This is an optimization exercise on Yosys and OpenROAD, whose aim is small area, not a production implementation.
Function was checked by simulation only, so behaviour that the tests miss may differ from the original.
Power figures rest on the tool's default switching activity, not on a simulated workload.

==> flow/run.sh <==
#!/bin/bash
# synth_recipe.tcl (not shown) runs the flow's synth.tcl, then flattens the netlist and writes it again
# the make line also repeats each setting of config.mk as NAME=value (left out here)
make -C /OpenROAD-flow-scripts/flow DESIGN_CONFIG=/design/flow/config.mk WORK_HOME=/design/flow/orfs CLKGATE_MAP_FILE= SYNTH_SCRIPT=/design/flow/synth_recipe.tcl finish
==> flow/constraint.sdc <==
create_clock -name core_clock -period 20.0 [get_ports {CONTROLLER_Clock}]
set_input_delay 4.0000 -clock core_clock [delete_from_list [all_inputs] [get_ports {CONTROLLER_Clock}]]
set_output_delay 4.0000 -clock core_clock [all_outputs]
set_load 0.01 [all_outputs]
==> flow/config.mk <==
export PLATFORM = sky130hd
export DESIGN_NAME = CONTROLLER
export DESIGN_NICKNAME = CONTROLLER
export VERILOG_FILES = /design/flow/design.v
export SDC_FILE = /design/flow/constraint.sdc
export NUM_CORES = 4
export LEC_CHECK = 0
export CAP_MARGIN = 20
export CORE_MARGIN = 2
export CORE_UTILIZATION = 60
export CTS_BUF_LIST = sky130_fd_sc_hd__clkbuf_8
export CTS_CLUSTER_DIAMETER = 50
export CTS_CLUSTER_SIZE = 18
export PLACE_DENSITY = 0.7
export SLEW_MARGIN = 20
export SYNTH_HIERARCHICAL = 1
==> flow/design.v <==
`timescale 1ns / 1ps
module ram_aoi222 (input a1, a2, b1, b2, c1, c2, output y);
assign y = ~((a1 & a2) | (b1 & b2) | (c1 & c2));
endmodule
module ram_rdbit (input [127:0] sel, input [127:0] d, output y);
wire [42:0] t;
genvar k;
generate
for (k = 0; k < 42; k = k + 1) begin : g
    ram_aoi222 u (.a1(sel[3*k]), .a2(d[3*k]), .b1(sel[3*k+1]), .b2(d[3*k+1]), .c1(sel[3*k+2]), .c2(d[3*k+2]), .y(t[k]));
end
endgenerate
assign t[42] = ~((sel[126] & d[126]) | (sel[127] & d[127]));
assign y = ~&t;
endmodule
module RAM (
    input clk,
    input rst,
    input rd,
    input wr,
    input is_bit_addr,
    input in_bit_data,
    input [7:0] in_data,
    input [7:0] addr,
    output reg out_bit_data,
    output reg [7:0] out_data
);
wire [6:0] baddr = is_bit_addr ? {3'b010, addr[6:3]} : addr[6:0];
wire wen = wr && !rd && !addr[7];
wire [7:0] wdata = rst ? 8'h04 : (is_bit_addr ? {8{in_bit_data}} : in_data);
wire [15:0] hi = 16'd1 << baddr[6:3];
wire [7:0] lo = 8'd1 << baddr[2:0];
wire [7:0] bsel = 8'd1 << addr[2:0];
wire [15:0] whi = {16{rst}} | ({16{wen}} & hi);
wire [7:0] wlo = {8{rst}} | lo;
wire [7:0] bmask = {8{rst | !is_bit_addr}} | bsel;
wire [1023:0] q;
wire [127:0] rsel;
genvar g, b;
generate
for (g = 0; g < 128; g = g + 1) begin : word
    assign rsel[g] = hi[g >> 3] & lo[g & 7];
    if (g >= 32 && g < 48) begin : bitb
        for (b = 0; b < 8; b = b + 1) begin : bt
            reg r;
            wire en = whi[g >> 3] & (wlo[g & 7] & bmask[b]);
            always @(posedge clk) if (en) r <= wdata[b];
            assign q[g*8+b] = r;
        end
    end else begin : byteb
        reg [7:0] r;
        wire en = whi[g >> 3] & wlo[g & 7];
        always @(posedge clk) if (en) r <= wdata;
        assign q[g*8 +: 8] = r;
    end
end
endgenerate
wire [7:0] rbyte;
generate
for (b = 0; b < 8; b = b + 1) begin : rd_bit
    wire [127:0] col;
    for (g = 0; g < 128; g = g + 1) begin : c
        assign col[g] = q[g*8+b];
    end
    ram_rdbit u (.sel(rsel), .d(col), .y(rbyte[b]));
end
endgenerate
always @(posedge clk) begin
    if (rst) begin
        out_data <= 8'h00;
        out_bit_data <= 1'b0;
    end
    else if (rd && !addr[7]) begin
        if (is_bit_addr) out_bit_data <= rbyte[addr[2:0]];
        else out_data <= rbyte;
    end
end
endmodule
module CONTROLLER(
input CONTROLLER_Reset,
input CONTROLLER_Clock,
output [11:0]rom_addr,
output rom_rd,
input [7:0]rom_data,
output [7:0]P0,
output [7:0]P1,
output [7:0]P2,
output [7:0]P3,
output [7:0]SP,
output [7:0]A,
output [15:0]PC,
output [7:0]PSW,
output [1:0]Current_Phase,
output [3:0]Current_State
);
localparam ES0=4'd0, ES1=4'd1, ES2=4'd2, ES3=4'd3, ES4=4'd4, ES5=4'd5, ES6=4'd6, ES7=4'd7,
           IES4=4'd8, IES6=4'd10, CJNE1=4'd15;
reg ph2;                  
reg [3:0] st;
reg [11:0] pc;
reg [7:0] acc, sp;
reg cy, ac;
reg p0, p1, p2, p3;
reg [7:0] opc;            
reg [11:0] pct;           
reg int_f;                
reg anu;                  
reg pcy;                  
reg [7:0] tra;            
reg rd_q, wr_q, isb_q, inb_q;
reg [7:0] ind_q, ad_q;
reg [11:0] ra_q;
reg rr_q;
reg [7:0] rom_q;
wire [7:0] od;
wire ob;
assign rom_addr = ra_q;
assign rom_rd = rr_q;
assign P0 = {8{p0}};
assign P1 = {8{p1}};
assign P2 = {8{p2}};
assign P3 = {8{p3}};
assign SP = sp;
assign A = acc;
assign PC = {4'h0, pc};
assign PSW = {cy, ac, 6'b000000};
assign Current_Phase = {ph2, 1'b0};
assign Current_State = st;
RAM CONTROLLER2 (
    .clk(CONTROLLER_Clock),
    .rst(CONTROLLER_Reset),
    .rd(rd_q),
    .wr(wr_q),
    .is_bit_addr(isb_q),
    .in_bit_data(inb_q),
    .in_data(ind_q),
    .addr(ad_q),
    .out_bit_data(ob),
    .out_data(od)
);
always @(posedge CONTROLLER_Clock) begin
    if (CONTROLLER_Reset) rom_q <= 8'h00;
    else if (rr_q) rom_q <= rom_data;
end
function [5:0] grp;         
input [7:0] o;
begin
    grp = 6'd0;
    if (o == 8'h02 || o == 8'h12) grp = 6'd1;                      
    else if (o[3:0] == 4'h1) grp = 6'd2;                           
    else if (o == 8'h20 || o == 8'h10) grp = 6'd3;                 
    else if (o[3] && (o[7:4] == 4'h2 || o[7:4] == 4'h3 || o[7:4] == 4'h0 || o[7:4] == 4'h9 ||
                      o[7:4] == 4'h1 || o[7:4] == 4'hE)) grp = 6'd4;  
    else if (o == 8'h54 || o == 8'h24 || o == 8'h34 || o == 8'h94 || o == 8'h44 || o == 8'h64 ||
             o == 8'h74) grp = 6'd5;                               
    else if (o[3:1] == 3'b011 && (o[7:4] == 4'h2 || o[7:4] == 4'h3 || o[7:4] == 4'hE ||
             o[7:4] == 4'h0 || o[7:4] == 4'h9)) grp = 6'd6;        
    else if (o == 8'h25 || o == 8'h35 || o == 8'h55 || o == 8'h52 || o == 8'h95 || o == 8'h45 ||
             o == 8'h42 || o == 8'h65 || o == 8'h62 || o == 8'hE5 || o == 8'hF5 || o == 8'hC0)
        grp = 6'd7;                                                
    else if (o[7:3] == 5'b01111) grp = 6'd8;                       
    else if (o[7:3] == 5'b10101) grp = 6'd9;                       
    else if (o[7:3] == 5'b11111) grp = 6'd10;                      
    else if (o[7:3] == 5'b10001) grp = 6'd11;                      
    else if (o[3] && (o[7:4] == 4'h4 || o[7:4] == 4'h5 || o[7:4] == 4'h6 || o[7:4] == 4'hC))
        grp = 6'd12;                                               
    else if (o[3:1] == 3'b011 && (o[7:4] == 4'h4 || o[7:4] == 4'h5 || o[7:4] == 4'h6))
        grp = 6'd13;                                               
    else if (o == 8'h82 || o == 8'hB0 || o == 8'hC2 || o == 8'h72 || o == 8'hA0 || o == 8'hA2 ||
             o == 8'h92) grp = 6'd14;                              
    else if (o == 8'hE4 || o == 8'hF4) grp = 6'd15;                
    else if (o == 8'hC3 || o == 8'hB3) grp = 6'd16;                
    else if (o == 8'h00) grp = 6'd17;                              
    else if (o[7:1] == 7'b1000011) grp = 6'd18;                    
    else if (o[7:1] == 7'b1010011) grp = 6'd19;                    
    else if (o[7:1] == 7'b1111011) grp = 6'd20;                    
    else if (o[7:3] == 5'b10111 || o[7:1] == 7'b1011011 || o[7:3] == 5'b11011 ||
             o == 8'hB5 || o == 8'hB4 || o == 8'hD5) grp = 6'd21;  
    else if (o == 8'h30 || o == 8'h40 || o == 8'h50 || o == 8'h70 || o == 8'h60 || o == 8'h80)
        grp = 6'd28;                                               
    else if (o == 8'h23 || o == 8'h03 || o == 8'h33 || o == 8'h13) grp = 6'd34;  
    else if (o == 8'h93) grp = 6'd36;                              
end
endfunction
wire [5:0] gd = grp(rom_q);
wire [5:0] go = grp(opc);
wire o_ann = (go == 6'd3) || (go == 6'd8) || (go == 6'd9) || (go == 6'd11) || (go == 6'd18) || (go == 6'd20);
wire o_rn = (go == 6'd7) || (go == 6'd9) || (go == 6'd14) || (go == 6'd19);
wire o_s3two = !((go == 6'd4) || (go == 6'd6) || (go == 6'd12) || (go == 6'd13));
wire o_call = (go == 6'd1) || (go == 6'd2);
wire o_danu = (opc == 8'h52) || (opc == 8'h42) || (opc == 8'hF5) || (opc == 8'h62);
wire o_push = (opc == 8'hC0);
wire o_dec_r = (opc[7:3] == 5'b00011);
wire o_adeinit = (opc == 8'hE5) || (opc[7:3] == 5'b11101);
reg [11:0] pc_off;
always @(*) begin
    case (st)
        ES2: pc_off = 12'd1;
        ES3: pc_off = o_s3two ? 12'd2 : 12'd1;
        ES4: pc_off = 12'd2;
        default: pc_off = opc[7] ? (12'd0 - {4'h0, opc}) : {4'h0, opc};  
    endcase
end
wire [11:0] pc_sum = pc + pc_off;
reg [7:0] ax, ay;
reg acin;
reg [2:0] aop;    
always @(*) begin
    ax = od;
    ay = acc;
    acin = cy;
    aop = 3'd0;
    if (st == ES4) begin
        ax = pc[7:0];
        ay = (opc == 8'h12) ? 8'h03 : 8'h02;
        acin = 1'b0;
        aop = 3'd6;
    end
    else if (go == 6'd21) begin
        acin = pcy;
        aop = 3'd2;
        if (opc[7:3] == 5'b10111) begin ax = od; ay = 8'h00; end         
        else if (opc[7:1] == 7'b1011011) begin ax = acc; ay = 8'h00; end  
        else if (opc[7:3] == 5'b11011) begin ax = od; ay = 8'h01; end    
        else if (opc == 8'hB5) begin ax = acc; ay = od; end              
        else if (opc == 8'hB4) begin ax = acc; ay = 8'h00; end           
        else begin ax = od; ay = 8'h01; end                              
    end
    else if (o_ann) begin
        ax = 8'h02;
        ay = pc[7:0];
        acin = 1'b0;
        aop = 3'd6;
    end
    else begin
        ay = o_dec_r ? od : (o_adeinit ? 8'h00 : (anu ? 8'h01 : acc));
        if (go == 6'd1 || go == 6'd2) aop = 3'd0;
        else if (o_push) begin ax = sp; aop = 3'd1; end
        else if (opc[7:3] == 5'b00101 || opc[7:1] == 7'b0010011 || opc == 8'h25 || opc == 8'hE5 ||
                 opc[7:3] == 5'b11101) aop = 3'd1;                         
        else if (opc[7:3] == 5'b10011 || opc[7:1] == 7'b1001011 || opc == 8'h95) aop = 3'd2;  
        else if (opc == 8'h94) begin ax = rom_q; aop = 3'd2; end
        else if (opc[7:3] == 5'b00111 || opc[7:1] == 7'b0011011 || opc == 8'h35) aop = 3'd1;  
        else if (opc == 8'h24 || opc == 8'h74 || opc == 8'h34) begin ax = rom_q; aop = 3'd1; end
        else if (opc[7:3] == 5'b00001) begin ax = 8'h01; aop = 3'd1; end    
        else if (opc[7:3] == 5'b00011) begin ax = 8'h01; aop = 3'd2; end    
        else if (opc[7:1] == 7'b0000011) aop = 3'd1;                        
        else if (opc[7:3] == 5'b01001 || opc[7:1] == 7'b0100011 || opc == 8'h45 || opc == 8'h42) aop = 3'd5;
        else if (opc[7:3] == 5'b01011 || opc[7:1] == 7'b0101011) aop = 3'd3;
        else if (opc[7:3] == 5'b01101 || opc[7:1] == 7'b0110011 || opc == 8'h65 || opc == 8'h62) aop = 3'd4;
        else if (opc == 8'h54) begin ax = rom_q; aop = 3'd3; end
        else if (opc == 8'h44) begin ax = rom_q; aop = 3'd5; end
        else if (opc == 8'h64 || opc == 8'h52) begin ax = rom_q; aop = 3'd4; end
        else if (opc == 8'hF5) begin ax = 8'h00; aop = 3'd5; end
        else begin
            ax = (opc == 8'h55) ? 8'h02 : 8'h01;
            acin = 1'b0;
            aop = 3'd6;
        end
    end
end
reg [7:0] dres;
reg dcy, dax;
reg [4:0] lo5, hi5;
reg [7:0] ny;
always @(*) begin
    dres = 8'h00; dcy = 1'b0; dax = 1'b0;
    ny = ~ay + 8'h01;
    lo5 = 5'd0; hi5 = 5'd0;
    case (aop)
        3'd1, 3'd6: begin
            lo5 = ax[3:0] + ay[3:0] + acin;
            hi5 = ax[7:4] + ay[7:4] + lo5[4];
            dres = {hi5[3:0], lo5[3:0]};
            if (aop == 3'd1) begin dcy = hi5[4]; dax = lo5[4]; end
        end
        3'd2: begin
            lo5 = ax[3:0] + ny[3:0];
            hi5 = ax[7:4] + ny[7:4] + lo5[4];
            dres = {hi5[3:0], lo5[3:0]} - acin;
            dcy = hi5[4]; dax = lo5[4];
        end
        3'd3: dres = ax & ay;
        3'd4: dres = ax ^ ay;
        3'd5: dres = ax | ay;
        default: ;
    endcase
end
reg rd, wr, isb, inb;
reg [7:0] ind, ad;
reg [11:0] ra;
reg rr;
reg n_ph2;
reg [3:0] n_st;
reg [11:0] n_pc, n_pct;
reg [7:0] n_acc, n_sp, n_opc, n_tra;
reg n_cy, n_ac, n_int, n_anu, n_pcy;
reg n_p0, n_p1, n_p2, n_p3;
always @(*) begin
    rd = rd_q; wr = wr_q; isb = isb_q; inb = inb_q; ind = ind_q; ad = ad_q;
    ra = ra_q; rr = rr_q;
    n_ph2 = ph2; n_st = st; n_pc = pc; n_pct = pct; n_acc = acc; n_sp = sp; n_opc = opc;
    n_tra = tra; n_cy = cy; n_ac = ac; n_int = int_f; n_anu = anu; n_pcy = pcy;
    n_p0 = p0; n_p1 = p1; n_p2 = p2; n_p3 = p3;
    if (!ph2) begin
        case (st)
            4'd0: n_p0 = 1'b1;
            4'd1: n_p1 = 1'b1;
            4'd2: n_p2 = 1'b1;
            4'd3: n_p3 = 1'b1;
            4'd4: n_sp = 8'h07;
            default: ;
        endcase
        if (st == 4'd5) begin n_st = ES0; n_ph2 = 1'b1; end
        else n_st = st + 4'd1;
    end
    else begin
        case (st)
        ES0: begin ra = pc; rr = 1'b1; n_st = ES1; end
        ES1: begin rr = 1'b1; n_st = ES2; end
        ES2: begin
            n_pct = pc_sum;
            n_opc = rom_q;
            rr = 1'b0;
            case (gd)
                6'd1, 6'd2: begin ra = pc_sum; rr = 1'b1; n_st = IES6; end
                6'd3: begin ra = pc_sum; rr = 1'b1; rd = 1'b1; isb = 1'b1; ad = 8'h03; n_st = ES3; end
                6'd4, 6'd12: begin ad = {5'b0, rom_q[2:0]}; rd = 1'b1; n_int = 1'b0; n_st = ES3; end
                6'd5, 6'd8, 6'd9: begin ra = pc_sum; rr = 1'b1; n_int = 1'b0; n_st = ES3; end
                6'd6, 6'd13, 6'd20: begin ad = {7'b0, rom_q[0]}; rd = 1'b1; n_int = 1'b1; n_st = ES3; end
                6'd7, 6'd14: begin ra = pc_sum; rr = 1'b1; n_int = 1'b1; n_st = ES3; end
                6'd10: begin ind = acc; ad = {5'b0, rom_q[2:0]}; wr = 1'b1; n_st = ES6; end
                6'd11: begin ad = {5'b0, rom_q[2:0]}; ra = pc_sum; rr = 1'b1; n_int = 1'b0; rd = 1'b1; n_st = ES3; end
                6'd15: begin n_acc = 8'h00; n_st = ES6; end
                6'd16: begin n_cy = rom_q[5]; n_st = ES6; end
                6'd17, 6'd34: begin
                    if (rom_q == 8'h33 || rom_q == 8'h13) n_pcy = cy;
                    n_st = ES6;
                end
                6'd18, 6'd19: begin n_int = 1'b1; ad = {7'b0, rom_q[0]}; rd = 1'b1; ra = pc_sum; rr = 1'b1; n_st = ES3; end
                6'd21: n_st = ES5;
                6'd28: begin
                    if ((rom_q == 8'h30 && !ob) || (rom_q == 8'h40 && cy) || (rom_q == 8'h50 && !cy) ||
                        (rom_q == 8'h70 && acc != 8'h00) || (rom_q == 8'h60 && acc == 8'h00) || rom_q == 8'h80)
                        n_st = CJNE1;
                    else n_st = ES6;
                end
                6'd36: ;
                default: n_st = ES0;
            endcase
        end
        ES3: begin
            n_pct = pc_sum;
            if (int_f) n_st = IES4;
            else if (o_ann) n_st = o_rn ? IES4 : ES5;
            else n_st = ES4;
        end
        IES4: begin
            n_tra = od;
            ad = o_rn ? rom_q : od;
            rd = 1'b1;
            if (go == 6'd14) isb = 1'b1;
            n_st = IES6;
            if (opc == 8'hC2 || opc == 8'h92) begin
                wr = 1'b1; rd = 1'b0; inb = (opc == 8'h92) & cy; n_st = ES6;
            end
            else if (go == 6'd20) begin
                ad = od; wr = 1'b1; rd = 1'b0; ind = acc; n_st = ES6;
            end
        end
        IES6: n_st = o_ann ? ES5 : ES4;
        ES4: begin
            n_st = ES5;
            if (go == 6'd19) begin
                ad = tra; wr = 1'b1; ind = od; n_pc = pct; n_st = ES7;
            end
            else if (go == 6'd1 || go == 6'd2) begin
                if (go == 6'd1) ra = pc_sum;
                if (opc == 8'h12 || (go == 6'd2 && opc[4])) begin
                    ad = sp + 8'h01; n_sp = sp + 8'h01; ind = dres; wr = 1'b1;
                end
                n_pct = {4'h0, rom_q};
                rr = (go == 6'd1);
            end
            else if (o_push) n_anu = 1'b1;
            else if (opc[7:3] == 5'b00101 || opc[7:1] == 7'b0010011 || opc == 8'h25 || opc == 8'hE5 ||
                     opc[7:3] == 5'b11101 || opc == 8'h24 || opc == 8'h74) begin
                n_cy = 1'b0; n_anu = 1'b0;
            end
            else if (opc[7:3] == 5'b00001 || opc[7:3] == 5'b00011 || opc[7:1] == 7'b0000011) begin
                n_anu = 1'b1; n_cy = 1'b0;
            end
            else if (opc[7:3] == 5'b11001) begin n_acc = od; n_anu = 1'b1; end    
            else if (opc == 8'h82) begin n_cy = cy ^ ob; n_st = ES6; end
            else if (opc == 8'h72) begin n_cy = cy | ob; n_st = ES6; end
            else if (opc == 8'hA2) begin n_cy = ob; n_st = ES6; end
            else if (opc == 8'hA0) begin n_cy = cy | ~ob; n_st = ES6; end
            else if (opc == 8'hB0) begin n_cy = cy ^ ~ob; n_st = ES6; end
            else if (opc == 8'h55 || opc[7:1] == 7'b1110011) ;                 
            else n_anu = 1'b0;
            n_pcy = n_cy;
            if (!(o_call || go == 6'd19)) begin ad = 8'h00; rd = 1'b0; rr = 1'b0; end
        end
        ES5: begin
            if (anu) begin
                ind = (opc[7:3] == 5'b11000) ? od : dres;
                ad = o_push ? dres : ((opc[7:1] == 7'b0000011) ? tra : {5'b0, opc[2:0]});
                wr = 1'b1;
                if (o_push) n_sp = dres;
            end
            else if (o_ann) begin
                ind = o_rn ? od : rom_q; rr = 1'b0; rd = 1'b0; ad = {5'b0, opc[2:0]}; wr = 1'b1;
            end
            else if (o_danu) begin
                ind = dres; ad = rom_q; wr = 1'b1;
            end
            else if (!o_call) begin
                n_acc = dres; n_cy = dcy; n_ac = dax;
            end
            n_st = ES6;
        end
        CJNE1: begin n_pct = pc_sum; n_st = ES6; end
        ES6: begin
            n_pc = o_call ? {((go == 6'd2) ? {pc[11], opc[7:5]} : rom_q[3:0]), pct[7:0]} : pct;
            n_st = ES7;
        end
        ES7: begin
            wr = 1'b0; ad = 8'h00; ind = 8'h00; isb = 1'b0; rr = 1'b0; rd = 1'b0; n_st = ES0;
        end
        default: ;
        endcase
    end
end
always @(posedge CONTROLLER_Clock) begin
    if (CONTROLLER_Reset) begin
        ph2 <= 1'b0; st <= 4'd0; pc <= 12'h000; acc <= 8'h00; sp <= 8'h00; cy <= 1'b0; ac <= 1'b0;
        p0 <= 1'b0; p1 <= 1'b0; p2 <= 1'b0; p3 <= 1'b0;
        opc <= 8'h00; pct <= 12'h000; int_f <= 1'b0; anu <= 1'b0; pcy <= 1'b0; tra <= 8'h00;
        rd_q <= 1'b0; wr_q <= 1'b0; isb_q <= 1'b0; inb_q <= 1'b0; ind_q <= 8'h00; ad_q <= 8'h00;
        ra_q <= 12'h000; rr_q <= 1'b0;
    end
    else begin
        ph2 <= n_ph2; st <= n_st; pc <= n_pc; acc <= n_acc; sp <= n_sp; cy <= n_cy; ac <= n_ac;
        p0 <= n_p0; p1 <= n_p1; p2 <= n_p2; p3 <= n_p3;
        opc <= n_opc; pct <= n_pct; int_f <= n_int; anu <= n_anu; pcy <= n_pcy; tra <= n_tra;
        rd_q <= rd; wr_q <= wr; isb_q <= isb; inb_q <= inb; ind_q <= ind; ad_q <= ad;
        ra_q <= ra; rr_q <= rr;
    end
end
endmodule
==> out/metrics.cfg, run 1 <==
[die]
rows = 105
core_mm2 = 0.0824
die_x_um = 293
start_util_pct = 60.8
fp.dieH_um = 293
die_area_mm2 = 0.0859
io_pins = 101

[logic_synthesis]
yosys_warnings = 8
post_synth.cell_area_avg_um2 = 13.3
ys_async_sr_fraction_pct = 0
ys_seq_area_share_pct = 66.1
syn_inst = 3762
synth-edff-count = 1024
synth_area_mm2 = 0.0501
synth.distinct_cells = 126
ys_ff_latch = 1144
ys.flop_type = edfxtp_1

[setup_path]
crit_path_start_kind = flip-flop
end_kind = flip-flop
cpPeakStageDelay_ns = 0.72
cp_max_fo = 30
required_ns = 20.55
rrSetupSlack_ns = 11.41
slowest_stage = dfxtp_1
path_class = flip-flop to flip-flop
worstPathArrival_ns = 9.13

[cells_and_area]
flow.area_growth_from_synthesis_pct = 8.24
multi_input_area_mm2 = 0.0156
nets = 3859
final.fill_count = 6021
final_cell_mix = edfxtp_1, nor2_1, a222oi_1
layout-drive-gt1-share_pct = 9.49
regArea_mm2 = 0.0332
final_common_cell = edfxtp_1

[global_route]
grt_pass1_vias = 34452
antenna_found_initial = 1
grt-ovfl-total = 0
track_usage_pct = 35.7
grt_pass1_wl_mm = 228
grt_max_degree = 100

[timing]
tightest_slew_ns = 1.27
relSlewSlack_pct = 14.2
fin_crit_ns = 8.59
fmax_mhz = 116
fin_tns_setup_ns = 0
drv_slew = 0
period_share_pct = 42.9
fin_skew_ns = 0.0914
hold_violations = 0
rsz0062_at_grt = false
setup_violations = 0

[cts]
cts_buffers = 103
clockRootBuffer = clkbuf_8
clock_sinks = 1144
post_cts_buffers = 0
ctsResizeCount = 0
cts.clk_slew.worst_paths_ns = 0.09
htree_levels = 3
hold_buffers = 0
cts_tree = built
cts_buffer_depth = 3
clkLatencyLatePin_ns = 0.79

[route]
routed_wl_mm = 155
wl_per_cell_um = 31.3
drc = 0
vias = 36231
viasPerCell = 7.32
firstDrtPassIters = 9
drt_iter0_markers = 6484
ant_nets = 0

[flow_run]
drv_cap = 0

[power_and_ir_drop]
p_leak_uw = 0.0184
power.total_uw = 4370
pwr_density_cell_mw_per_mm2 = 80.5
vdd_drop_max_uv = 84.7

[placement]
io_buffers = 89
dp_hpwl_mm = 102
gp_congestion = 0.954

[run_status]
status = timing/DRC/antenna clean

[min_path]
holdCritPathClass = flip-flop to flip-flop

## stage by stage
step                      setup WS, ns  std cells  hold slack [ns]  area [µm²]  util (%)
after floorplan                  11.24       3772            0.427       50200         -
after detailed placement         11.66       4755            0.451       51800      62.9
final                            11.41       4949            0.464       54200      65.9
after CTS                        11.59       4939            0.463       54100      65.7
after global routing             11.04       4949            0.487       54200      65.9
after global placement           11.71       4752            0.447       51800      62.9
## registers in the layout (all words and copies together) (netlist names), 4 cells and up
| signal | count |
|---|---|
| CONTROLLER2.word.byteb.r | 896 |
| CONTROLLER2.word.bitb.bt.r | 128 |
| pc | 12 |
| pct | 12 |
| ra_q | 12 |
| CONTROLLER2.out_data | 8 |
| acc | 8 |
| ad_q | 8 |
| ind_q | 8 |
| opc | 8 |
| rom_q | 8 |
| sp | 8 |
| tra | 8 |
| st | 4 |
## per-layer routing
metal	up-vias	routed length (µm)	global-route usage (%)
li1	15354	-	-
met2	2510	70200	55.2
met3	431	18600	7.51
met1	17936	58800	49.8
met4	0	7290	14.7
met5	-	0	0
## power by group
group | switching [µW] | leakage (µW) | internal, µW
Sequential | 28.4 | 0.0115 | 2670
Clock | 860 | 0.00115 | 638
Combinational | 122 | 0.00576 | 46.4
## cells in the mapped netlist (33+ instances only)
cell type	count	share of area [%]
a222oi_1	338	6.8
o21ai_1	35	0.35
nand2_1	203	1.5
dfxtp_1	120	4.8
ha_1	43	1.1
clkbuf_1	119	0.89
a21oi_1	132	1.3
nor2_1	444	3.3
mux2i_1	72	1.4
nor3_1	47	0.47
buf_4	60	0.90
nand4_1	92	1.1
nand3_1	43	0.43
xnor2_1	33	0.58
buf_2	56	0.56
edfxtp_1	1024	61
inv_1	57	0.43
a31oi_1	33	0.41
o21ai_0	178	1.8
a21o_1	43	0.64
## layout make-up
| type | count | area share, % |
|---|---|---|
| Sequential cell | 1144 | 61.1 |
| Multi-Input combinational cell | 2312 | 28.8 |
| Timing Repair Buffer | 178 | 3.02 |
| Clock buffer | 106 | 2.69 |
| Tap cell | 1070 | 2.47 |
| Clock inverter | 78 | 1.49 |
| Inverter | 59 | 0.413 |
| Antenna cell | 2 | 0.00923 |
## cells by family after synthesis
| logic type | Yosys count | share of synthesized area [%] |
|---|---|---|
| buffers and inverters | 316 | 3.07 |
| and+or+nand+nor | 1058 | 10.4 |
| adders and majority gates | 52 | 1.41 |
| xor gates and xnor gates | 48 | 0.854 |
| AOI/OAI and AO/OA | 1064 | 16.5 |
| DFF | 1144 | 66.1 |
| muxes | 79 | 1.62 |
| other | 1 | 0.00748 |
## Yosys stat by module, one instance, submodules excluded
module | cells | cell area [µm²]
RAM | 1644 | 34200
CONTROLLER | 1654 | 11800
ram_rdbit | 16 | 97.6
ram_aoi222 | 1 | 10.0
## worst max-delay path: cells and delay by family, from the launching register on
family,cells,cell delay [ns]
adder cells (fa/ha/maj),5,2.09
AND/OR/NAND/NOR,6,2.27
AO/OA/AOI/OAI,12,2.34
flip-flops,1,0.72
XOR/XNOR,1,0.12
buffers and inverters,4,0.81
## worst paths after layout
kind / from / end / cells past startpoint
worst max register to register: opc[1] / sp[6] / 28
worst max-delay path: opc[1] / sp[6] / 28
worst min-delay path: ind_q[0] / ind_q[0] / 2
worst min register to register: ind_q[0] / ind_q[0] / 2
==> run 2, diff against run 1 <==
--- a/flow/design.v
+++ b/flow/design.v
@@ -27,42 +27,30 @@
 );
 wire [6:0] baddr = is_bit_addr ? {3'b010, addr[6:3]} : addr[6:0];
 wire wen = wr && !rd && !addr[7];
-wire [7:0] wdata = rst ? 8'h04 : (is_bit_addr ? {8{in_bit_data}} : in_data);
-wire [15:0] hi = 16'd1 << baddr[6:3];
-wire [7:0] lo = 8'd1 << baddr[2:0];
-wire [7:0] bsel = 8'd1 << addr[2:0];
-wire [15:0] whi = {16{rst}} | ({16{wen}} & hi);
-wire [7:0] wlo = {8{rst}} | lo;
-wire [7:0] bmask = {8{rst | !is_bit_addr}} | bsel;
+wire [15:0] hi = {16{rst}} | (16'd1 << baddr[6:3]);
+wire [7:0] lo = {8{rst}} | (8'd1 << baddr[2:0]);
+wire [127:0] sel;
 wire [1023:0] q;
-wire [127:0] rsel;
+wire [7:0] rbyte;
+wire [7:0] bsel = 8'd1 << addr[2:0];
+wire [7:0] wbyte = is_bit_addr ? ((rbyte & ~bsel) | ({8{in_bit_data}} & bsel)) : in_data;
+wire [7:0] d = rst ? 8'h04 : (wen ? wbyte : rbyte);
 genvar g, b;
 generate
 for (g = 0; g < 128; g = g + 1) begin : word
-    assign rsel[g] = hi[g >> 3] & lo[g & 7];
-    if (g >= 32 && g < 48) begin : bitb
-        for (b = 0; b < 8; b = b + 1) begin : bt
-            reg r;
-            wire en = whi[g >> 3] & (wlo[g & 7] & bmask[b]);
-            always @(posedge clk) if (en) r <= wdata[b];
-            assign q[g*8+b] = r;
-        end
-    end else begin : byteb
-        reg [7:0] r;
-        wire en = whi[g >> 3] & wlo[g & 7];
-        always @(posedge clk) if (en) r <= wdata;
-        assign q[g*8 +: 8] = r;
-    end
+    assign sel[g] = hi[g >> 3] & lo[g & 7];
+    reg [7:0] r;
+    always @(posedge clk) if (sel[g]) r <= d;
+    assign q[g*8 +: 8] = r;
 end
 endgenerate
-wire [7:0] rbyte;
 generate
 for (b = 0; b < 8; b = b + 1) begin : rd_bit
     wire [127:0] col;
     for (g = 0; g < 128; g = g + 1) begin : c
         assign col[g] = q[g*8+b];
     end
-    ram_rdbit u (.sel(rsel), .d(col), .y(rbyte[b]));
+    ram_rdbit u (.sel(sel), .d(col), .y(rbyte[b]));
 end
 endgenerate
 always @(posedge clk) begin
@@ -195,10 +183,11 @@
 reg [11:0] pc_off;
 always @(*) begin
     case (st)
+        ES0: pc_off = 12'd0;
         ES2: pc_off = 12'd1;
         ES3: pc_off = o_s3two ? 12'd2 : 12'd1;
         ES4: pc_off = 12'd2;
-        default: pc_off = opc[7] ? (12'd0 - {4'h0, opc}) : {4'h0, opc};  
+        default: pc_off = {{5{opc[7]}}, opc[6:0]};  
     endcase
 end
 wire [11:0] pc_sum = pc + pc_off;
@@ -261,24 +250,21 @@
 end
 reg [7:0] dres;
 reg dcy, dax;
-reg [4:0] lo5, hi5;
-reg [7:0] ny;
+wire a_sub = (aop == 3'd2);
+wire [7:0] ty = a_sub ? ~ay : ay;
+wire c0 = a_sub ? 1'b1 : acin;
+wire [4:0] lo5 = ax[3:0] + ty[3:0] + c0;
+wire [4:0] hi5 = ax[7:4] + ty[7:4] + lo5[4];
+wire [7:0] sum = {hi5[3:0], lo5[3:0]};
 always @(*) begin
     dres = 8'h00; dcy = 1'b0; dax = 1'b0;
-    ny = ~ay + 8'h01;
-    lo5 = 5'd0; hi5 = 5'd0;
     case (aop)
-        3'd1, 3'd6: begin
-            lo5 = ax[3:0] + ay[3:0] + acin;
-            hi5 = ax[7:4] + ay[7:4] + lo5[4];
-            dres = {hi5[3:0], lo5[3:0]};
-            if (aop == 3'd1) begin dcy = hi5[4]; dax = lo5[4]; end
-        end
+        3'd1: begin dres = sum; dcy = hi5[4]; dax = lo5[4]; end
+        3'd6: dres = sum;
         3'd2: begin
-            lo5 = ax[3:0] + ny[3:0];
-            hi5 = ax[7:4] + ny[7:4] + lo5[4];
-            dres = {hi5[3:0], lo5[3:0]} - acin;
-            dcy = hi5[4]; dax = lo5[4];
+            dres = sum - acin;
+            dcy = hi5[4] & (ay != 8'h00);
+            dax = lo5[4] & (ay[3:0] != 4'h0);
         end
         3'd3: dres = ax & ay;
         3'd4: dres = ax ^ ay;
@@ -316,28 +302,31 @@
     end
     else begin
         case (st)
-        ES0: begin ra = pc; rr = 1'b1; n_st = ES1; end
+        ES0: begin ra = pc_sum; rr = 1'b1; n_st = ES1; end
         ES1: begin rr = 1'b1; n_st = ES2; end
         ES2: begin
             n_pct = pc_sum;
             n_opc = rom_q;
             rr = 1'b0;
+            ra = pc_sum;
+            ind = acc;
+            ad = (gd == 6'd3) ? 8'h03 : (rom_q[3] ? {5'b0, rom_q[2:0]} : {7'b0, rom_q[0]});
             case (gd)
-                6'd1, 6'd2: begin ra = pc_sum; rr = 1'b1; n_st = IES6; end
-                6'd3: begin ra = pc_sum; rr = 1'b1; rd = 1'b1; isb = 1'b1; ad = 8'h03; n_st = ES3; end
-                6'd4, 6'd12: begin ad = {5'b0, rom_q[2:0]}; rd = 1'b1; n_int = 1'b0; n_st = ES3; end
-                6'd5, 6'd8, 6'd9: begin ra = pc_sum; rr = 1'b1; n_int = 1'b0; n_st = ES3; end
-                6'd6, 6'd13, 6'd20: begin ad = {7'b0, rom_q[0]}; rd = 1'b1; n_int = 1'b1; n_st = ES3; end
-                6'd7, 6'd14: begin ra = pc_sum; rr = 1'b1; n_int = 1'b1; n_st = ES3; end
-                6'd10: begin ind = acc; ad = {5'b0, rom_q[2:0]}; wr = 1'b1; n_st = ES6; end
-                6'd11: begin ad = {5'b0, rom_q[2:0]}; ra = pc_sum; rr = 1'b1; n_int = 1'b0; rd = 1'b1; n_st = ES3; end
+                6'd1, 6'd2: begin rr = 1'b1; n_st = IES6; end
+                6'd3: begin rr = 1'b1; rd = 1'b1; isb = 1'b1; n_st = ES3; end
+                6'd4, 6'd12: begin rd = 1'b1; n_int = 1'b0; n_st = ES3; end
+                6'd5, 6'd8, 6'd9: begin rr = 1'b1; n_int = 1'b0; n_st = ES3; end
+                6'd6, 6'd13, 6'd20: begin rd = 1'b1; n_int = 1'b1; n_st = ES3; end
+                6'd7, 6'd14: begin rr = 1'b1; n_int = 1'b1; n_st = ES3; end
+                6'd10: begin wr = 1'b1; n_st = ES6; end
+                6'd11: begin rr = 1'b1; n_int = 1'b0; rd = 1'b1; n_st = ES3; end
                 6'd15: begin n_acc = 8'h00; n_st = ES6; end
                 6'd16: begin n_cy = rom_q[5]; n_st = ES6; end
                 6'd17, 6'd34: begin
                     if (rom_q == 8'h33 || rom_q == 8'h13) n_pcy = cy;
                     n_st = ES6;
                 end
-                6'd18, 6'd19: begin n_int = 1'b1; ad = {7'b0, rom_q[0]}; rd = 1'b1; ra = pc_sum; rr = 1'b1; n_st = ES3; end
+                6'd18, 6'd19: begin n_int = 1'b1; rd = 1'b1; rr = 1'b1; n_st = ES3; end
                 6'd21: n_st = ES5;
                 6'd28: begin
                     if ((rom_q == 8'h30 && !ob) || (rom_q == 8'h40 && cy) || (rom_q == 8'h50 && !cy) ||
@@ -357,6 +346,7 @@
         end
         IES4: begin
             n_tra = od;
+            ind = acc;
             ad = o_rn ? rom_q : od;
             rd = 1'b1;
             if (go == 6'd14) isb = 1'b1;
@@ -365,7 +355,7 @@
                 wr = 1'b1; rd = 1'b0; inb = (opc == 8'h92) & cy; n_st = ES6;
             end
             else if (go == 6'd20) begin
-                ad = od; wr = 1'b1; rd = 1'b0; ind = acc; n_st = ES6;
+                ad = od; wr = 1'b1; rd = 1'b0; n_st = ES6;
             end
         end
         IES6: n_st = o_ann ? ES5 : ES4;
@@ -399,7 +389,7 @@
             else if (opc == 8'h55 || opc[7:1] == 7'b1110011) ;                 
             else n_anu = 1'b0;
             n_pcy = n_cy;
-            if (!(o_call || go == 6'd19)) begin ad = 8'h00; rd = 1'b0; rr = 1'b0; end
+            if (!(o_call || go == 6'd19)) begin rd = 1'b0; rr = 1'b0; end   
         end
         ES5: begin
             if (anu) begin
@@ -425,7 +415,7 @@
             n_st = ES7;
         end
         ES7: begin
-            wr = 1'b0; ad = 8'h00; ind = 8'h00; isb = 1'b0; rr = 1'b0; rd = 1'b0; n_st = ES0;
+            wr = 1'b0; isb = 1'b0; rr = 1'b0; rd = 1'b0; n_st = ES0;   
         end
         default: ;
         endcase
==> out/metrics.cfg, run 2 <==
[setup_path]
slowest_stage = a31oi_1  ; was dfxtp_1
crit_start = CONTROLLER_Reset  ; was opc[1]
r2r-start = opc[6]  ; was opc[1]
worstPathArrival_ns = 9.46  ; was 9.13 ns
end_kind = flip-flop  ; unchanged
cpLargestDelayFamily = simple AND/OR/NAND/NOR gates  ; was compound AO/OA/AOI/OAI gates
path_class = primary input to flip-flop  ; was flip-flop to flip-flop
crit_chain = buf_4, buf_4, a31oi_1, nor2_1, buf_4, a222oi_1, nand4_1, nor4_1, nand4_1, o22ai_1, nor2_4, buf_4
cp_common_cell = buf_4
cp_num_buf_inv = 4  ; unchanged
required_ns = 20.34  ; was 20.55 ns
cp_max_fo = 87  ; was 30
crit_path_start_kind = primary input  ; was flip-flop
cpPeakStageDelay_ns = 1.01  ; was 0.72 ns

[cts]
clockRootBuffer = clkbuf_8  ; unchanged
post_cts_buffers = 0  ; unchanged
cts_tree = built  ; unchanged
cts.clk_slew.worst_paths_ns = 0.10  ; was 0.09 ns
clock_sinks = 1144  ; unchanged
clkLatencyLatePin_ns = 0.78  ; was 0.79 ns
cts_buffer_depth = 3  ; unchanged
cts_buffers = 96  ; was 103
hold_buffers = 0  ; unchanged
htree_levels = 3  ; unchanged
ctsResizeCount = 0  ; unchanged

[cells_and_area]
nets = 3542  ; was 3,859
regArea_mm2 = 0.0332  ; unchanged
largest_reg_flops = 1024  ; was 896
final.fill_count = 5615  ; was 6,021
final_common_cell = edfxtp_1  ; unchanged
layout-drive-gt1-share_pct = 11.6  ; was 9.49%
regMostFlops = CONTROLLER2.word.r  ; was CONTROLLER2.word.byteb.r
multi_input_area_mm2 = 0.0135  ; was 0.0156 mm²
flow.area_growth_from_synthesis_pct = 9.89  ; was 8.24%
final_cell_mix = edfxtp_1, a222oi_1, nor2_1  ; was edfxtp_1, nor2_1, a222oi_1

[logic_synthesis]
synth_area_leaders = edfxtp_1, a222oi_1, dfxtp_1, nor2_1, a21oi_1  ; was edfxtp_1, a222oi_1, dfxtp_1, nor2_1, o21ai_0
yosysTopAreaCellShare_pct = 64.4  ; was 61.4%
post_synth.cell_area_avg_um2 = 14.3  ; was 13.3 µm²
ys_async_sr_fraction_pct = 0  ; unchanged
yosys_warnings = 8  ; unchanged
synth-edff-count = 1024  ; unchanged
synth_largest_area_cell = edfxtp_1  ; unchanged
ys_ff_latch = 1144  ; unchanged
ys.flop_type = edfxtp_1  ; unchanged
synth.distinct_cells = 113  ; was 126
yosys-top-cells-count = edfxtp_1, a222oi_1, nor2_1  ; was edfxtp_1, nor2_1, a222oi_1
syn_inst = 3336  ; was 3,762
ys_seq_area_share_pct = 69.4  ; was 66.1%
synth_area_mm2 = 0.0478  ; was 0.0501 mm²
synth_most_common_cell = edfxtp_1  ; unchanged

[route]
wl_per_cell_um = 28.1  ; was 31.3 µm
ant_nets = 0  ; unchanged
drt_iter0_markers = 6021  ; was 6,484
viasPerCell = 7.10  ; was 7.32
routed_wl_mm = 130  ; was 155 mm
drc = 0  ; unchanged
vias = 32781  ; was 36.2k
firstDrtPassIters = 8  ; was 9

[power_and_ir_drop]
power_frac_seq_pct = 60.3  ; was 61.8%
power.switching_uw = 1100  ; was 1010 µW
p_leak_uw = 0.0168  ; was 0.0184 µW
vdd_drop_max_uv = 87.4  ; was 84.7 µV
p_comb_share_pct = 7.2  ; was 3.9%
swShare_pct = 24.3  ; was 23.2%
pwr_density_cell_mw_per_mm2 = 86.3  ; was 80.5 mW/mm²
p_int_uw = 3430  ; was 3360 µW
power_frac_clock_pct = 32.5  ; was 34.3%

[timing]
drv_slew = 0  ; unchanged
setup_violations = 0  ; unchanged
hold_violations = 0  ; unchanged
fin_crit_ns = 9.12  ; was 8.59 ns
tightest_slew_ns = 1.18  ; was 1.27 ns
fmax_mhz = 110  ; was 116 MHz
relSlewSlack_pct = 20.9  ; was 14.2%
rsz0062_at_grt = false  ; unchanged
hold_slack_ns = 0.465  ; was 0.464 ns
fin_skew_ns = 0.0685  ; was 0.0914 ns
fin_tns_setup_ns = 0  ; unchanged
period_share_pct = 45.6  ; was 42.9%

[min_path]
hp-start = ra_q[7]  ; was ind_q[0]
holdCritPathClass = flip-flop to flip-flop  ; unchanged

[die]
io_pins = 101  ; unchanged
core_mm2 = 0.0789  ; was 0.0824 mm²
fp.dieH_um = 286  ; was 293 µm
die_x_um = 286  ; was 293 µm
start_util_pct = 60.5  ; was 60.8%
rows = 103  ; was 105
die_area_mm2 = 0.0819  ; was 0.0859 mm²

[global_route]
track_usage_pct = 31.2  ; was 35.7%
grt-ovfl-total = 0  ; unchanged
antenna_found_initial = 2  ; was 1
grt_max_degree = 105  ; was 100
grt_pass1_vias = 30463  ; was 34.5k
grt_pass1_wl_mm = 194  ; was 228 mm

[placement]
gp_congestion = 0.999  ; was 0.954
io_buffers = 89  ; unchanged
dp_hpwl_mm = 84.1  ; was 102 mm

[flow_run]
drv_cap = 0  ; unchanged

[run_status]
status = timing/DRC/antenna clean  ; unchanged

[run 2: modules after synthesis (local to each module, per instance)]
module	cells	area (µm²)
CONTROLLER	1555	11100
ram_rdbit	16	97.6
RAM	1317	32500
ram_aoi222	1	10.0
[run 2: power groups by stage]
| stage | clock, µW | combinational (µW) | sequential, µW |
|---|---|---|---|
| 3_3_place_gp | 0 | 311 | 2780 |
| 4_1_cts | 1490 | 321 | 2730 |
| 2_1_floorplan | 0 | 189 | 2780 |
| 3_5_place_dp | 0 | 320 | 2790 |
| 6_report | 1470 | 326 | 2730 |
| 5_1_grt | 1580 | 347 | 2740 |
[run 2: routing by layer]
metal | wire length [µm] | part of all wire, % | GRT usage [%] | up-vias
met2 | 58400 | 45 | 47.0 | 2063
met4 | 4410 | 3.4 | 9.73 | 2
li1 | - | - | - | 14168
met1 | 52900 | 41 | 46.5 | 16239
met3 | 13900 | 11 | 5.85 | 309
met5 | 13 | 0.010 | 0 | -
[run 2: path summary, 6_finish.rpt]
kind                               endpoint  slack [ns]  cells past startpoint
setup reg to reg                    ad_q[7]       11.71                     23
setup / recovery  CONTROLLER2.word[93].r[7]       10.88                     12
hold / removal                      ra_q[7]        0.47                      2
hold reg to reg                     ra_q[7]        0.47                      2
[run 2: cell type report]
class                      count  share of cell area [%]
antenna                        1                 0.00477
clock buffer                  97                    2.54
clock inverter                76                    1.71
inverter                      49                   0.350
multi-input combinational   1952                    25.7
sequential                  1144                    63.2
tap                         1050                    2.50
timing repair buffer         246                    4.01
[run 2: logic make-up (layout without fill, tap and decap cells)]
kind of cell    count (synthesis)  count (layout)  synth area share, %
compound gates                924             924                 15.7
xor+xnor                       30              30                0.550
fa+ha+maj                      44              44                 1.23
buf+inv                       250             468                 2.82
flops                        1144            1144                 69.4
mux                            57              57                 1.23
other cells                     1              12              0.00785
simple gates                  886             886                 9.09
[run 2: worst min-delay path, cell delays in order (launching register included)]
cell     delay (ns)
dfxtp_1        0.32
nand2_1        0.05
a21oi_1        0.05
[run 2: metrics by stage]
step                area, µm²  utilization, %  power (µW)  std cells  setup slack, ns
global route            52500            66.5        4660       4615            10.91
finish                  52500            66.5        4530       4615            10.88
floorplan               47800               -        2970       3346             7.74
global placement        50100            63.5        3090       4436            10.53
CTS                     52300            66.3        4540       4611            11.03
detailed placement      50100            63.5        3110       4438            10.25

re-timing with driven ports:
No port has a modelled driver above. Below, the same layouts with a new extraction and two added sets of constraints.
Step 1 (the two cells are an assumption about what drives the block):
set clk [get_ports {CONTROLLER_Clock}]
set_driving_cell -lib_cell sky130_fd_sc_hd__clkbuf_16 $clk
set_driving_cell -lib_cell sky130_fd_sc_hd__buf_2 [delete_from_list [all_inputs] $clk]
Step 2 also shifts input and output timing later by t, the mid clock arrival at the registers, as if the neighbouring blocks saw the same clock.
Slacks: no drivers / after step 1 / after step 2; pairs: no drivers / after step 1.
run | t, ns | setup slack, ns | worst setup path after step 2 | latest minus earliest clock arrival (ns) | cell pins on the clock port's net
run 1 | 0.804 | 11.412 / 11.412 / 11.412 | register to register | 0.094 / 0.093 | 1
run 2 | 0.806 | 10.883 / 10.913 / 10.107 | input to register | 0.069 / 0.069 | 1
After both steps every run listed still meets setup and hold. For run 2, which loses most, drivers alone change the setup slack by +0.030 ns; drivers and shift together by -0.776 ns.
